Source: an optimization exercise on an open RTL-to-GDS flow (aim: small area). Production flows keep margins and buffers that such runs may drop. In this exercise RTL edits were held to simulation tests only and were not proved equivalent to the original. The flow treats the clock pin as an ideal source. Dropping or thinning the clock tree relies on that and would not hold on a real chip. Power figures rest on the tool's default switching activity, not on a simulated workload.

==> inputs of 08-21 <==
// topmodule
module topmodule(
    input CLK100MHZ,
    input CPU_RESETN,
    input [1:0]SW,
    input BTNL, BTNR,
    output CA, CB, CC, CD, CE, CF, CG, DP,
    output [7:0]AN,
    output [7:0]LED
);
    wire clk = CLK100MHZ;
    wire rst = ~CPU_RESETN;
    wire scan_en, led_en, tick, alarm_q, pm;
    wire [1:0] pulse;
    wire [5:0] dh;
    wire [6:0] cm, am, cs;
    wire [5:0] an;
    ac_timebase u_tb(.clk(clk), .rst(rst), .scan_en(scan_en), .led_en(led_en), .tick(tick));
    ac_debounce u_dl(.clk(clk), .rst(rst), .in_btn(BTNL), .pulse(pulse[1]));
    ac_debounce u_dr(.clk(clk), .rst(rst), .in_btn(BTNR), .pulse(pulse[0]));
    ac_time u_time(.clk(clk), .rst(rst), .amode(SW[1]), .pulse(pulse), .tick(tick),
                   .dh(dh), .cm(cm), .am(am), .cs(cs), .alarm_q(alarm_q));
    ac_display u_disp(.clk(clk), .rst(rst), .scan_en(scan_en), .mode12(SW[0]), .amode(SW[1]),
                      .dh(dh), .cm(cm), .am(am), .cs(cs),
                      .seg({CA, CB, CC, CD, CE, CF, CG}), .dp(DP), .an(an), .pm(pm));
    assign AN = {an, 2'b11};
    ac_led u_led(.clk(clk), .rst(rst), .alarm(alarm_q), .led_en(led_en), .pm(pm), .led(LED));
endmodule
==> module ac_led, before the edit <==
module ac_led(
    input clk, input rst, input alarm, input led_en, input pm, output [7:0] led
);
    logic lstate;
    logic [5:0] lcnt;
    always_ff @(posedge clk) begin
        if (rst) lstate <= 1'b0;
        else     lstate <= alarm | (lstate & ~(&lcnt));
        if (rst | (led_en & ~lstate)) lcnt <= 6'd0;
        else if (led_en)              lcnt <= lcnt + 6'd1;
    end
    wire [7:0] shift = 8'd1 << lcnt[2:0];
    assign led[7:1] = lstate ? shift[7:1] : 7'd0;
    assign led[0]   = lstate ? shift[0] : pm;
endmodule
export LEC_CHECK = 0
export CAP_MARGIN = 20
export CORE_MARGIN = 2
export CORE_UTILIZATION = 60
export PLACE_DENSITY = 0.85
export SLEW_MARGIN = 20
create_clock -name core_clock -period 10.0 [get_ports {CLK100MHZ}]
standard.sh (not shown) runs the stock make flow with config.mk's settings and CLKGATE_MAP_FILE= SYNTH_SCRIPT=/design/flow/synth_recipe.tcl, a recipe that flattens the netlist after the stock synthesis.
==> flow/flow/run.sh <==
#!/bin/bash
# Own layout flow: the standard flow, with these changes.
#  1. After the standard synthesis (bash standard.sh synth, unchanged), the
#     combinational logic between the flip-flops is re-mapped by ABC with an
#     area-oriented script (deepsyn + area mapping), eight seeds, keeping the
#     smallest result. Flip-flop instances, their names and cell types stay
#     exactly as the standard synthesis made them (flow/reabc.ys).
#  2. Port buffers are the smallest buffer (buf_1) instead of clkdlybuf4s50_1.
#  3. Clock buffering by hand instead of TritonCTS (flow/mycts_hook.tcl, run
#     as the CTS step's PRE_CTS_TCL hook): the clock port drives a few clock
#     buffers directly, each driving one k-means cluster of flip-flops.
# Each tool's output goes to a log file of its own in the work folder.
set -euo pipefail
W=$(pwd)
R=$W/orfs/results/${FLOW_PLATFORM}/topmodule/base
LIB=$FLOW_HOME/platforms/sky130hd/lib/sky130_fd_sc_hd__tt_025C_1v80.lib

bash standard.sh synth > $W/log_1_synth.txt 2>&1

cp $R/1_2_yosys.v $W/synth_standard.v
DU=$(sed -n '/^export DONT_USE_CELLS/,/^$/p' $FLOW_HOME/platforms/sky130hd/config.mk \
     | grep -oE 'sky130_fd_sc_hd__[a-z0-9_]+' | sort -u | sed 's/^/-dont_use /' | tr '\n' ' ')
run_seed() {
  local s=$1
  sed -e "s#SEED#$s#" $W/flow/abc_area.script > $W/abc_area_$s.script
  sed -e "s#@LIB@#$LIB#g" -e "s#@DU@#$DU#g" -e "s#@IN@#$W/synth_standard.v#g" \
      -e "s#@OUT@#$W/synth_reabc_$s.v#g" -e "s#@SCRIPT@#$W/abc_area_$s.script#g" \
      $W/flow/reabc.ys > $W/reabc_$s.ys
  yosys -s $W/reabc_$s.ys > $W/log_reabc_$s.txt 2>&1 || true
}
for s in 1 2 3 4; do run_seed $s & done; wait
for s in 5 6 7 8; do run_seed $s & done; wait
best=""; besta=""
for s in 1 2 3 4 5 6 7 8; do
  f=$W/synth_reabc_$s.v.stat_after.txt
  [[ -s $W/synth_reabc_$s.v && -s $f ]] || { echo "seed $s: failed" >> $W/log_reabc_pick.txt; continue; }
  a=$(grep 'Chip area for module' $f | awk '{print $NF}')
  echo "seed $s: $a" >> $W/log_reabc_pick.txt
  if [[ -z "$best" ]] || awk -v a="$a" -v b="$besta" 'BEGIN{exit !(a < b)}'; then best=$s; besta=$a; fi
done
if [[ -n "$best" ]]; then
  echo "picked seed $best ($besta)" >> $W/log_reabc_pick.txt
  cp $W/synth_reabc_$best.v $R/1_2_yosys.v
  rm -f $R/1_synth.odb $R/1_synth.sdc
else
  echo "no re-mapped netlist; keeping the standard one" >> $W/log_reabc_pick.txt
fi

bash standard.sh \
    BUFFER_PORTS_ARGS="-buffer_cell sky130_fd_sc_hd__buf_1" \
    PRE_CTS_TCL="$W/flow/mycts_hook.tcl" \
    finish > $W/log_2_layout.txt 2>&1
==> flow/flow/mycts.tcl <==
# Clock buffering for a small design: the clock port drives K clock buffers
# directly, each buffer drives one cluster of flip-flops (k-means on the
# placed flip-flop locations). Used in place of TritonCTS's tree.
proc mycts_build {K master_name} {
  set db [ord::get_db]
  set block [ord::get_db_block]
  set master [$db findMaster $master_name]
  set clk_port_net ""
  foreach bt [$block getBTerms] {
    if {[$bt getName] == "CLK100MHZ"} { set clk_port_net [$bt getNet] }
  }
  set sinks {}
  foreach it [$clk_port_net getITerms] { lappend sinks $it }
  set n [llength $sinks]
  set xs {}; set ys {}
  foreach it $sinks {
    set box [[$it getInst] getBBox]
    lappend xs [expr {([$box xMin] + [$box xMax]) / 2.0}]
    lappend ys [expr {([$box yMin] + [$box yMax]) / 2.0}]
  }
  # k-means, seeded with sinks spread along the sorted x order
  set order [lsort -real -indices $xs]
  set cx {}; set cy {}
  for {set k 0} {$k < $K} {incr k} {
    set i [lindex $order [expr {int(($k + 0.5) * $n / $K)}]]
    lappend cx [lindex $xs $i]; lappend cy [lindex $ys $i]
  }
  set asg [lrepeat $n 0]
  for {set iter 0} {$iter < 50} {incr iter} {
    for {set i 0} {$i < $n} {incr i} {
      set best 0; set bd 1e30
      for {set k 0} {$k < $K} {incr k} {
        set d [expr {abs([lindex $xs $i] - [lindex $cx $k]) + abs([lindex $ys $i] - [lindex $cy $k])}]
        if {$d < $bd} { set bd $d; set best $k }
      }
      lset asg $i $best
    }
    for {set k 0} {$k < $K} {incr k} {
      set sx 0; set sy 0; set c 0
      for {set i 0} {$i < $n} {incr i} {
        if {[lindex $asg $i] == $k} { set sx [expr {$sx + [lindex $xs $i]}]; set sy [expr {$sy + [lindex $ys $i]}]; incr c }
      }
      if {$c > 0} { lset cx $k [expr {$sx / $c}]; lset cy $k [expr {$sy / $c}] }
    }
  }
  for {set k 0} {$k < $K} {incr k} {
    set inst [odb::dbInst_create $block $master "clkbuf_my_$k"]
    set net [odb::dbNet_create $block "clknet_my_$k"]
    $net setSigType CLOCK
    [$inst findITerm A] connect $clk_port_net
    [$inst findITerm X] connect $net
    for {set i 0} {$i < $n} {incr i} {
      if {[lindex $asg $i] == $k} {
        set it [lindex $sinks $i]
        $it disconnect
        $it connect $net
      }
    }
    $inst setLocation [expr {int([lindex $cx $k])}] [expr {int([lindex $cy $k])}]
    $inst setPlacementStatus PLACED
    puts "mycts: buffer $k at [lindex $cx $k] [lindex $cy $k]"
  }
}

# Size each clock buffer made by mycts_build: the smallest of the given cells
# whose flip-flop clock pins all have an estimated slew below limit_ns.
proc mycts_size {K cells limit_ns} {
  set db [ord::get_db]
  set block [ord::get_db_block]
  for {set k 0} {$k < $K} {incr k} {
    set inst [$block findInst "clkbuf_my_$k"]
    foreach c $cells {
      $inst swapMaster [$db findMaster $c]
      estimate_parasitics -placement
      set worst 0
      foreach pin [get_pins -of_objects [get_nets "clknet_my_$k"]] {
        if {[get_property $pin direction] != "input"} { continue }
        set s [get_property $pin slew_max]
        if {$s > $worst} { set worst $s }
      }
      puts "mycts: clkbuf_my_$k $c worst sink slew $worst"
      if {$worst < $limit_ns} { break }
    }
  }
}
==> flow/flow/mycts_hook.tcl <==
source [file join [file dirname [info script]] mycts.tcl]
mycts_build 4 sky130_fd_sc_hd__clkbuf_8
set_propagated_clock [all_clocks]
mycts_size 4 {sky130_fd_sc_hd__clkbuf_4 sky130_fd_sc_hd__clkbuf_8 sky130_fd_sc_hd__clkbuf_16} 0.124
proc clock_tree_synthesis {args} { puts "clock_tree_synthesis skipped: clock buffered by mycts" }
Other scripts of this flow, unchanged in this note and not shown: flow/flow/abc_area.script, flow/flow/reabc.ys
==> 10-10: changes against 08-21 <==
--- a/flow/design.v
+++ b/flow/design.v
@@ -154,4 +154,4 @@
         else     lstate <= alarm | (lstate & ~(&lcnt));
-        if (rst | (led_en & ~lstate)) lcnt <= 6'd0;
-        else if (led_en)              lcnt <= lcnt + 6'd1;
+        if (!lstate)     lcnt <= 6'd0;
+        else if (led_en) lcnt <= lcnt + 6'd1;
     end
--- a/flow/flow/run.sh
+++ b/flow/flow/run.sh
@@ -4,3 +4,3 @@
 #     combinational logic between the flip-flops is re-mapped by ABC with an
-#     area-oriented script (deepsyn + area mapping), eight seeds, keeping the
+#     area-oriented script (deepsyn + area mapping), twelve seeds, keeping the
 #     smallest result. Flip-flop instances, their names and cell types stay
@@ -32,4 +32,5 @@
 for s in 5 6 7 8; do run_seed $s & done; wait
+for s in 9 10 11 12; do run_seed $s & done; wait
 best=""; besta=""
-for s in 1 2 3 4 5 6 7 8; do
+for s in 1 2 3 4 5 6 7 8 9 10 11 12; do
   f=$W/synth_reabc_$s.v.stat_after.txt
==> flow/flow/mycts.tcl (replaced) <==
# Clock buffering by hand for a small design: the clock port drives K clock
# buffers directly, each driving one cluster of flip-flops. Used in place of
# TritonCTS's tree (see mycts_hook.tcl).

# Manhattan minimum spanning tree length of the points (idx into xs/ys).
proc mycts_mst {xs ys idx} {
  set n [llength $idx]
  if {$n < 2} { return 0.0 }
  set in [lrepeat $n 0]
  set d [lrepeat $n 1e30]
  lset d 0 0.0
  set total 0.0
  for {set step 0} {$step < $n} {incr step} {
    set best -1; set bd 1e30
    for {set i 0} {$i < $n} {incr i} {
      if {![lindex $in $i] && [lindex $d $i] < $bd} { set bd [lindex $d $i]; set best $i }
    }
    lset in $best 1
    set total [expr {$total + $bd}]
    set bx [lindex $xs [lindex $idx $best]]; set by [lindex $ys [lindex $idx $best]]
    for {set i 0} {$i < $n} {incr i} {
      if {[lindex $in $i]} { continue }
      set dd [expr {abs([lindex $xs [lindex $idx $i]] - $bx) + abs([lindex $ys [lindex $idx $i]] - $by)}]
      if {$dd < [lindex $d $i]} { lset d $i $dd }
    }
  }
  return $total
}

# k-means (Manhattan assignment) from the given initial centres; returns the
# assignment list.
proc mycts_kmeans {xs ys K cx cy} {
  set n [llength $xs]
  set asg [lrepeat $n 0]
  for {set iter 0} {$iter < 40} {incr iter} {
    for {set i 0} {$i < $n} {incr i} {
      set best 0; set bd 1e30
      for {set k 0} {$k < $K} {incr k} {
        set d [expr {abs([lindex $xs $i] - [lindex $cx $k]) + abs([lindex $ys $i] - [lindex $cy $k])}]
        if {$d < $bd} { set bd $d; set best $k }
      }
      lset asg $i $best
    }
    for {set k 0} {$k < $K} {incr k} {
      set sx 0; set sy 0; set c 0
      for {set i 0} {$i < $n} {incr i} {
        if {[lindex $asg $i] == $k} { set sx [expr {$sx + [lindex $xs $i]}]; set sy [expr {$sy + [lindex $ys $i]}]; incr c }
      }
      if {$c > 0} { lset cx $k [expr {$sx / $c}]; lset cy $k [expr {$sy / $c}] }
    }
  }
  return $asg
}

proc mycts_build {K master_name} {
  set db [ord::get_db]
  set block [ord::get_db_block]
  set dbu [$block getDbUnitsPerMicron]
  set master [$db findMaster $master_name]
  set clk_port_net ""
  foreach bt [$block getBTerms] {
    if {[$bt getName] == "CLK100MHZ"} { set clk_port_net [$bt getNet] }
  }
  set sinks {}
  foreach it [$clk_port_net getITerms] { lappend sinks $it }
  set n [llength $sinks]
  set xs {}; set ys {}
  foreach it $sinks {
    set box [[$it getInst] getBBox]
    lappend xs [expr {([$box xMin] + [$box xMax]) / 2.0 / $dbu}]
    lappend ys [expr {([$box yMin] + [$box yMax]) / 2.0 / $dbu}]
  }
  # multi-start k-means; keep the clustering whose largest cluster load
  # (pins plus an MST wire estimate) is smallest
  set best_cost 1e30; set best_asg {}
  set lcg 12345
  for {set trial 0} {$trial < 30} {incr trial} {
    set cx {}; set cy {}
    for {set k 0} {$k < $K} {incr k} {
      set lcg [expr {($lcg * 1103515245 + 12345) % 2147483648}]
      set i [expr {$lcg % $n}]
      lappend cx [lindex $xs $i]; lappend cy [lindex $ys $i]
    }
    set asg [mycts_kmeans $xs $ys $K $cx $cy]
    set worst 0.0
    for {set k 0} {$k < $K} {incr k} {
      set idx {}
      for {set i 0} {$i < $n} {incr i} { if {[lindex $asg $i] == $k} { lappend idx $i } }
      set cost [expr {[llength $idx] * 1.8 + 0.2 * [mycts_mst $xs $ys $idx]}]
      if {$cost > $worst} { set worst $cost }
    }
    if {$worst < $best_cost} { set best_cost $worst; set best_asg $asg }
  }
  puts "mycts: best clustering, largest cluster load estimate $best_cost fF"
  for {set k 0} {$k < $K} {incr k} {
    set inst [odb::dbInst_create $block $master "clkbuf_my_$k"]
    set net [odb::dbNet_create $block "clknet_my_$k"]
    $net setSigType CLOCK
    [$inst findITerm A] connect $clk_port_net
    [$inst findITerm X] connect $net
    set sx 0; set sy 0; set c 0
    for {set i 0} {$i < $n} {incr i} {
      if {[lindex $best_asg $i] == $k} {
        set it [lindex $sinks $i]
        $it disconnect
        $it connect $net
        set sx [expr {$sx + [lindex $xs $i]}]; set sy [expr {$sy + [lindex $ys $i]}]; incr c
      }
    }
    set px [expr {int($sx / $c * $dbu)}]; set py [expr {int($sy / $c * $dbu)}]
    $inst setLocation $px $py
    $inst setPlacementStatus PLACED
    puts "mycts: buffer $k drives $c flip-flops, at $px $py"
  }
}
# Size each clock buffer made by mycts_build: the smallest of the given cells
# whose flip-flop clock pins all have an estimated slew below limit_ns.
proc mycts_size {K cells limit_ns} {
  set db [ord::get_db]
  set block [ord::get_db_block]
  for {set k 0} {$k < $K} {incr k} {
    set inst [$block findInst "clkbuf_my_$k"]
    foreach c $cells {
      $inst swapMaster [$db findMaster $c]
      estimate_parasitics -placement
      set worst 0
      foreach pin [get_pins -of_objects [get_nets "clknet_my_$k"]] {
        if {[get_property $pin direction] != "input"} { continue }
        set s [get_property $pin slew_max]
        if {$s > $worst} { set worst $s }
      }
      puts "mycts: clkbuf_my_$k $c worst sink slew $worst"
      if {$worst < $limit_ns} { break }
    }
  }
}
==> flow/flow/mycts_hook.tcl (replaced) <==
source [file join [file dirname [info script]] mycts.tcl]
mycts_build 4 sky130_fd_sc_hd__clkbuf_8
set_propagated_clock [all_clocks]
detailed_placement
mycts_size 4 {sky130_fd_sc_hd__clkbuf_4 sky130_fd_sc_hd__clkbuf_8 sky130_fd_sc_hd__clkbuf_16} 0.125
proc clock_tree_synthesis {args} { puts "clock_tree_synthesis skipped: clock buffered by mycts" }
==> 10-18: changes against 08-21 <==
--- a/flow/flow/run.sh
+++ b/flow/flow/run.sh
@@ -4,3 +4,3 @@
 #     combinational logic between the flip-flops is re-mapped by ABC with an
-#     area-oriented script (deepsyn + area mapping), eight seeds, keeping the
+#     area-oriented script (deepsyn + area mapping), twelve seeds, keeping the
 #     smallest result. Flip-flop instances, their names and cell types stay
@@ -32,4 +32,5 @@
 for s in 5 6 7 8; do run_seed $s & done; wait
+for s in 9 10 11 12; do run_seed $s & done; wait
 best=""; besta=""
-for s in 1 2 3 4 5 6 7 8; do
+for s in 1 2 3 4 5 6 7 8 9 10 11 12; do
   f=$W/synth_reabc_$s.v.stat_after.txt
==> flow/flow/mycts.tcl (replaced) <==
# Clock buffering by hand for a small design: the clock port drives K clock
# buffers directly, each driving one cluster of flip-flops. Used in place of
# TritonCTS's tree (see mycts_hook.tcl).

# Manhattan minimum spanning tree length of the points (idx into xs/ys).
proc mycts_mst {xs ys idx} {
  set n [llength $idx]
  if {$n < 2} { return 0.0 }
  set in [lrepeat $n 0]
  set d [lrepeat $n 1e30]
  lset d 0 0.0
  set total 0.0
  for {set step 0} {$step < $n} {incr step} {
    set best -1; set bd 1e30
    for {set i 0} {$i < $n} {incr i} {
      if {![lindex $in $i] && [lindex $d $i] < $bd} { set bd [lindex $d $i]; set best $i }
    }
    lset in $best 1
    set total [expr {$total + $bd}]
    set bx [lindex $xs [lindex $idx $best]]; set by [lindex $ys [lindex $idx $best]]
    for {set i 0} {$i < $n} {incr i} {
      if {[lindex $in $i]} { continue }
      set dd [expr {abs([lindex $xs [lindex $idx $i]] - $bx) + abs([lindex $ys [lindex $idx $i]] - $by)}]
      if {$dd < [lindex $d $i]} { lset d $i $dd }
    }
  }
  return $total
}

# k-means (Manhattan assignment) from the given initial centres; returns the
# assignment list.
proc mycts_kmeans {xs ys K cx cy} {
  set n [llength $xs]
  set asg [lrepeat $n 0]
  for {set iter 0} {$iter < 40} {incr iter} {
    for {set i 0} {$i < $n} {incr i} {
      set best 0; set bd 1e30
      for {set k 0} {$k < $K} {incr k} {
        set d [expr {abs([lindex $xs $i] - [lindex $cx $k]) + abs([lindex $ys $i] - [lindex $cy $k])}]
        if {$d < $bd} { set bd $d; set best $k }
      }
      lset asg $i $best
    }
    for {set k 0} {$k < $K} {incr k} {
      set sx 0; set sy 0; set c 0
      for {set i 0} {$i < $n} {incr i} {
        if {[lindex $asg $i] == $k} { set sx [expr {$sx + [lindex $xs $i]}]; set sy [expr {$sy + [lindex $ys $i]}]; incr c }
      }
      if {$c > 0} { lset cx $k [expr {$sx / $c}]; lset cy $k [expr {$sy / $c}] }
    }
  }
  return $asg
}

proc mycts_build {K master_name} {
  set db [ord::get_db]
  set block [ord::get_db_block]
  set dbu [$block getDbUnitsPerMicron]
  set master [$db findMaster $master_name]
  set clk_port_net ""
  foreach bt [$block getBTerms] {
    if {[$bt getName] == "CLK100MHZ"} { set clk_port_net [$bt getNet] }
  }
  set sinks {}
  foreach it [$clk_port_net getITerms] { lappend sinks $it }
  set n [llength $sinks]
  set xs {}; set ys {}
  foreach it $sinks {
    set box [[$it getInst] getBBox]
    lappend xs [expr {([$box xMin] + [$box xMax]) / 2.0 / $dbu}]
    lappend ys [expr {([$box yMin] + [$box yMax]) / 2.0 / $dbu}]
  }
  # multi-start k-means; keep the clustering whose largest cluster load
  # (pins plus an MST wire estimate) is smallest
  set best_cost 1e30; set best_asg {}
  set lcg 12345
  for {set trial 0} {$trial < 30} {incr trial} {
    set cx {}; set cy {}
    for {set k 0} {$k < $K} {incr k} {
      set lcg [expr {($lcg * 1103515245 + 12345) % 2147483648}]
      set i [expr {$lcg % $n}]
      lappend cx [lindex $xs $i]; lappend cy [lindex $ys $i]
    }
    set asg [mycts_kmeans $xs $ys $K $cx $cy]
    set worst 0.0
    for {set k 0} {$k < $K} {incr k} {
      set idx {}
      for {set i 0} {$i < $n} {incr i} { if {[lindex $asg $i] == $k} { lappend idx $i } }
      set cost [expr {[llength $idx] * 1.8 + 0.2 * [mycts_mst $xs $ys $idx]}]
      if {$cost > $worst} { set worst $cost }
    }
    if {$worst < $best_cost} { set best_cost $worst; set best_asg $asg }
  }
  puts "mycts: best clustering, largest cluster load estimate $best_cost fF"
  for {set k 0} {$k < $K} {incr k} {
    set inst [odb::dbInst_create $block $master "clkbuf_my_$k"]
    set net [odb::dbNet_create $block "clknet_my_$k"]
    $net setSigType CLOCK
    [$inst findITerm A] connect $clk_port_net
    [$inst findITerm X] connect $net
    set sx 0; set sy 0; set c 0
    for {set i 0} {$i < $n} {incr i} {
      if {[lindex $best_asg $i] == $k} {
        set it [lindex $sinks $i]
        $it disconnect
        $it connect $net
        set sx [expr {$sx + [lindex $xs $i]}]; set sy [expr {$sy + [lindex $ys $i]}]; incr c
      }
    }
    set px [expr {int($sx / $c * $dbu)}]; set py [expr {int($sy / $c * $dbu)}]
    $inst setLocation $px $py
    $inst setPlacementStatus PLACED
    puts "mycts: buffer $k drives $c flip-flops, at $px $py"
  }
}
# Size each clock buffer made by mycts_build: the smallest of the given cells
# whose flip-flop clock pins all have an estimated slew below limit_ns.
proc mycts_size {K cells limit_ns} {
  set db [ord::get_db]
  set block [ord::get_db_block]
  for {set k 0} {$k < $K} {incr k} {
    set inst [$block findInst "clkbuf_my_$k"]
    foreach c $cells {
      $inst swapMaster [$db findMaster $c]
      estimate_parasitics -placement
      set worst 0
      foreach pin [get_pins -of_objects [get_nets "clknet_my_$k"]] {
        if {[get_property $pin direction] != "input"} { continue }
        set s [get_property $pin slew_max]
        if {$s > $worst} { set worst $s }
      }
      puts "mycts: clkbuf_my_$k $c worst sink slew $worst"
      if {$worst < $limit_ns} { break }
    }
  }
}
==> flow/flow/mycts_hook.tcl (replaced) <==
source [file join [file dirname [info script]] mycts.tcl]
mycts_build 4 sky130_fd_sc_hd__clkbuf_8
set_propagated_clock [all_clocks]
detailed_placement
mycts_size 4 {sky130_fd_sc_hd__clkbuf_4 sky130_fd_sc_hd__clkbuf_8 sky130_fd_sc_hd__clkbuf_16} 0.125
proc clock_tree_synthesis {args} { puts "clock_tree_synthesis skipped: clock buffered by mycts" }
==> out/summary.txt <==
=========================================================
Cell Area, Synth ...........................     3331 um2
Routed vias/inst ...........................        5.882
Vias after detailed routing ................        2,994
Routed met1 length .........................     3.260 mm
Outcome ....................................  no timing/DRC/antenna violations
Die area ...................................     6163 um2
Most common cell type on the critical path .      a21oi_1
Ordered list of cells on the worst path .... buf_1 > buf_4 > a2111oi_0 > nor4b_1 > a21oi_1 > a21oi_1 > o31ai_1 > a31oi_1 > a21oi_1 > o21ai_0 > and3_1 > nor2b_1 > buf_1
Clock group total power ....................   0.000134 W
Wirelength, routed .........................     6.918 mm
Gr usage total .............................       23.08%
Met1 usage in global routing ...............       31.02%
=========================================================
[end of results for 10-18]
==> out/summary.txt <==
========================================================================
Most common cell type on the critical path ................      o22ai_1
Wirelength, routed ........................................     6.807 mm
Relative contribution of the clock network to total power .        25.0%
Routed vias/inst ..........................................        5.669
Clock group total power ...................................   0.000120 W
Cell Area, Synth ..........................................     3332 um2
Outcome ...................................................  no timing/DRC/antenna violations
Met1 usage in global routing ..............................       29.85%
Gr usage total ............................................       21.87%
Routed met1 length ........................................     3.212 mm
Remaining DRCs ............................................            0
Ordered list of cells on the worst path ................... buf_1 > buf_4 > nand2b_1 > o22ai_1 > nand2_1 > o22ai_1 > o22ai_1 > nand3_1 > nand2_1 > a31oi_1 > a21oi_1 > nor2b_1 > nor4_1 > buf_1
========================================================================
[end of results for 08-21]
==> out/summary.txt <==
======================================================
Met1 usage in global routing ............       31.96%
Routed vias/inst ........................        5.910
Clock group total power .................   0.000125 W
Cell Area, Synth ........................     3301 um2
Outcome .................................  no timing/DRC/antenna violations
Ordered list of cells on the worst path . buf_1 > clkinv_1 > nand2_1 > o22ai_1 > nand2_1 > xnor2_1 > a32oi_1 > o311ai_0 > a21oi_1 > nor2b_1 > nor3_1 > buf_1
Vias after detailed routing .............        2,955
======================================================
[end of results for 10-10]
No run of this note takes its clock network from TritonCTS; it comes from the design's own scripts or RTL.

-- port drivers added, routing unchanged --
How much do the figures lean on ideal ports? The routed layouts below were timed once more, with nothing changed but the port constraints. Step 1: set_driving_cell puts a clkbuf_16 on CLK100MHZ and a buf_2 on each other input, an assumption about the parent block. Step 2 adds t to the input delays and takes it off the output delays; t is the mean of the earliest and latest rising clock arrival at the registers after step 1. Input paths then give back, and output paths get back, about the clock's delay inside the block. Three values: no drivers, after step 1, after step 2; two values: the first two.
| run | t, ns | setup slack, ns | clock arrival spread, ns | worst register clock-pin slew, ns | pins driven straight from the clock port |
|---|---|---|---|---|---|
| 08-21 | 0.221 | 3.740 / 3.721 / 3.721 | 0.022 / 0.022 | 0.11 / 0.11 | 4 |
| 10-10 | 0.225 | 3.107 / 3.080 / 3.080 | 0.026 / 0.026 | 0.12 / 0.12 | 4 |
| 10-18 | 0.226 | 3.437 / 3.415 / 3.415 | 0.024 / 0.024 | 0.11 / 0.11 | 4 |
After both steps setup and hold are still met in every run listed. For 10-10, which loses most, drivers alone change the setup slack by -0.027 ns; drivers and shift together by -0.027 ns.
